This design comes from an exercise in tuning for small area and a short achievable clock period on the open sky130 flow, not from production work. Only simulation tests tie the RTL to the original design; equivalence was not proved.

==> module ALU, before the edit <==
module ALU(
    input [31:0] a,
    input [31:0] b,
    input [3:0] func,
    output [31:0] res,
    output isZero
);
    wire        sub = (func != 4'd0);
    wire [32:0] sum;
    RADD #(32) add (.x(a), .y(b ^ {32{sub}}), .ci(sub), .s(sum[31:0]), .co(sum[32]));
    wire        ltu = ~sum[32];
    wire        lts = (a[31] ^ b[31]) ? a[31] : sum[31];
    wire [31:0] a_rev;
    genvar gi;
    generate for (gi = 0; gi < 32; gi = gi + 1) begin : rev
        assign a_rev[gi] = a[31-gi];
    end endgenerate
    wire        shl = ~func[0];
    wire [31:0] sh_in = shl ? a_rev : a;
    wire [31:0] sh_out = (|b[31:5]) ? 32'h0 : (sh_in >> b[4:0]);
    wire [31:0] sh_rev;
    generate for (gi = 0; gi < 32; gi = gi + 1) begin : rev2
        assign sh_rev[gi] = sh_out[31-gi];
    end endgenerate
    wire [31:0] prod;
    MUL mul (.a(a), .b(b), .p(prod));
    wire [31:0] quo;
    DIV div (.a(a), .b(b), .q(quo));
    reg [3:0] tt;
    always @(*) begin
        case (func[1:0])
            2'd0: tt = 4'b1000;    
            2'd1: tt = 4'b1110;    
            2'd2: tt = 4'b0110;    
            default: tt = 4'b0011;  
        endcase
    end
    wire [31:0] lu;
    generate for (gi = 0; gi < 32; gi = gi + 1) begin : lut
        assign lu[gi] = tt[{a[gi], b[gi]}];
    end endgenerate
    reg [31:0] r;
    always @(*) begin
        case (func)
            4'd0, 4'd1: r = sum[31:0];
            4'd2: r = prod;
            4'd4, 4'd5, 4'd6, 4'd7: r = lu;
            4'd8: r = sh_rev;
            4'd9: r = sh_out;
            4'd10: r = {31'h0, lts};
            4'd11: r = {31'h0, ltu};
            default: r = 32'h0;
        endcase
    end
    wire isdiv = (func == 4'd3);
    assign res = isdiv ? quo : r;
    assign isZero = isdiv ? (ltu & (|b)) : ~|r;
endmodule
clock: 125.0 ns
lec_check: 0
abc_area: 1
cap_margin: 70
core_margin: 2
core_utilization: 35
slew_margin: 70
run.sh (not shown) runs the stock make flow with config.mk's settings and CLKGATE_MAP_FILE= SYNTH_SCRIPT=/design/flow/synth_recipe.tcl, a recipe that flattens the netlist after the stock synthesis.
Next try:
--- a/flow/design.v
+++ b/flow/design.v
@@ -25,27 +25,17 @@
     wire [31:0] prod;
     MUL mul (.a(a), .b(b), .p(prod));
     wire [31:0] quo;
     DIV div (.a(a), .b(b), .q(quo));
-    reg [3:0] tt;
-    always @(*) begin
-        case (func[1:0])
-            2'd0: tt = 4'b1000;    
-            2'd1: tt = 4'b1110;    
-            2'd2: tt = 4'b0110;    
-            default: tt = 4'b0011;  
-        endcase
-    end
-    wire [31:0] lu;
-    generate for (gi = 0; gi < 32; gi = gi + 1) begin : lut
-        assign lu[gi] = tt[{a[gi], b[gi]}];
-    end endgenerate
     reg [31:0] r;
     always @(*) begin
         case (func)
             4'd0, 4'd1: r = sum[31:0];
             4'd2: r = prod;
-            4'd4, 4'd5, 4'd6, 4'd7: r = lu;
+            4'd4: r = a & b;
+            4'd5:  r = a | b;
+            4'd6: r = a ^ b;
+            4'd7: r = ~a;
             4'd8: r = sh_rev;
             4'd9: r = sh_out;
             4'd10: r = {31'h0, lts};
             4'd11: r = {31'h0, ltu};
Worst hold slack gets better by 44 ps.
Final area hardly moves.
Setup slack gets worse by 240 ps.
Via count drops by 1.6%.
Count of clock-buffer cells in the layout drops by 2.
Maximum frequency is about the same.
Die area climbs by 0.91%.

--- another note on this design; it stands on its own ---

Setup of rev 12:
==> flow/design.v (excerpt) <==
module GPPM(
    input clk,
    input [3:0] raddr1,
    input [3:0] raddr2,
    input wen,
    input [3:0] waddr,
    input wdsrc,
    input [3:0] func,
    input [31:0] constant,
    output isZero,
    output [31:0] result
);
    wire [31:0] rdata1;
    wire [31:0] rdata2;
    wire [31:0] wdata;
    wire [31:0] ares;
    assign result=ares;
    assign wdata = (wdsrc)? ares : constant;
    RegFile rf (
        .clk (clk),
        .raddr1 (raddr1),
        .raddr2 (raddr2),
        .wen (wen),
        .waddr (waddr),
        .wdata (wdata),
        .rdata1 (rdata1),
        .rdata2 (rdata2)
    );
    ALU alu (
        .a (rdata1),
        .b (rdata2),
        .func (func),
        .res (ares),
        .isZero (isZero)
    );
endmodule
clock: 125.0 ns
lec_check: 0
abc_area: 1
cap_margin: 20
core_margin: 2
core_utilization: 35
slew_margin: 20
run.sh (not shown) runs the stock make flow with config.mk's settings and CLKGATE_MAP_FILE= SYNTH_SCRIPT=/design/flow/synth_recipe.tcl, a recipe that flattens the netlist after the stock synthesis.
Rev 12 completed end to end with timing, DRC and antenna clean.
Edits applied to the flow inputs when going from rev 12 to rev 13:
# rev 12
export LEC_CHECK = 0
export ABC_AREA = 1
export CAP_MARGIN = 20
export CORE_MARGIN = 2
export CORE_UTILIZATION = 35
export SLEW_MARGIN = 20
create_clock -name core_clock -period 125.0 [get_ports {clk}]
# rev 13
export LEC_CHECK = 0
export ABC_AREA = 1
export CAP_MARGIN = 20
export CORE_MARGIN = 2
export CORE_UTILIZATION = 35
export PLACE_DENSITY = 0.7
export SLEW_MARGIN = 20
create_clock -name core_clock -period 125.0 [get_ports {clk}]
==> comparison <==
- Rev 13 against rev 12: post-route standard cell area excluding fillers essentially unchanged, multi-input logic cell count essentially unchanged, final critical path time including I/O delays and setup decreased 0.052 ns, clock skew after layout decreased 0.0098 ns.

re-timing with driven ports:
No port has a modelled driver above. Below, the same layouts with a new extraction and two added sets of constraints. Step 1 (the two cells are an assumption about what drives the block):
set clk [get_ports {clk}]
set_driving_cell -lib_cell sky130_fd_sc_hd__clkbuf_16 $clk
set_driving_cell -lib_cell sky130_fd_sc_hd__buf_2 [delete_from_list [all_inputs] $clk]
Step 2 also shifts input and output timing later by t, the mid clock arrival at the registers, as if the neighbouring blocks saw the same clock. Three values: no drivers, after step 1, after step 2; two values: the first two.
| run | t (ns) | slack for setup (ns) | hold WS [ns] | latest minus earliest clock arrival (ns) |
|---|---|---|---|---|
| the first run of note 1 | 0.660 | 42.577 / 42.550 / 42.550 | 1.959 / 1.959 / 1.959 | 0.075 / 0.074 |
| the second run of note 1 | 0.682 | 42.341 / 42.304 / 42.304 | 2.003 / 2.003 / 2.003 | 0.035 / 0.034 |
| rev 12 | 0.663 | 39.993 / 39.956 / 39.956 | 2.312 / 2.312 / 2.312 | 0.046 / 0.045 |
| rev 13 | 0.674 | 40.045 / 40.002 / 40.002 | 2.300 / 2.300 / 2.300 | 0.036 / 0.035 |
After both steps every run listed still meets setup and hold. For rev 13, which loses most, drivers alone change the setup slack by -0.043 ns; drivers and shift together by -0.043 ns.
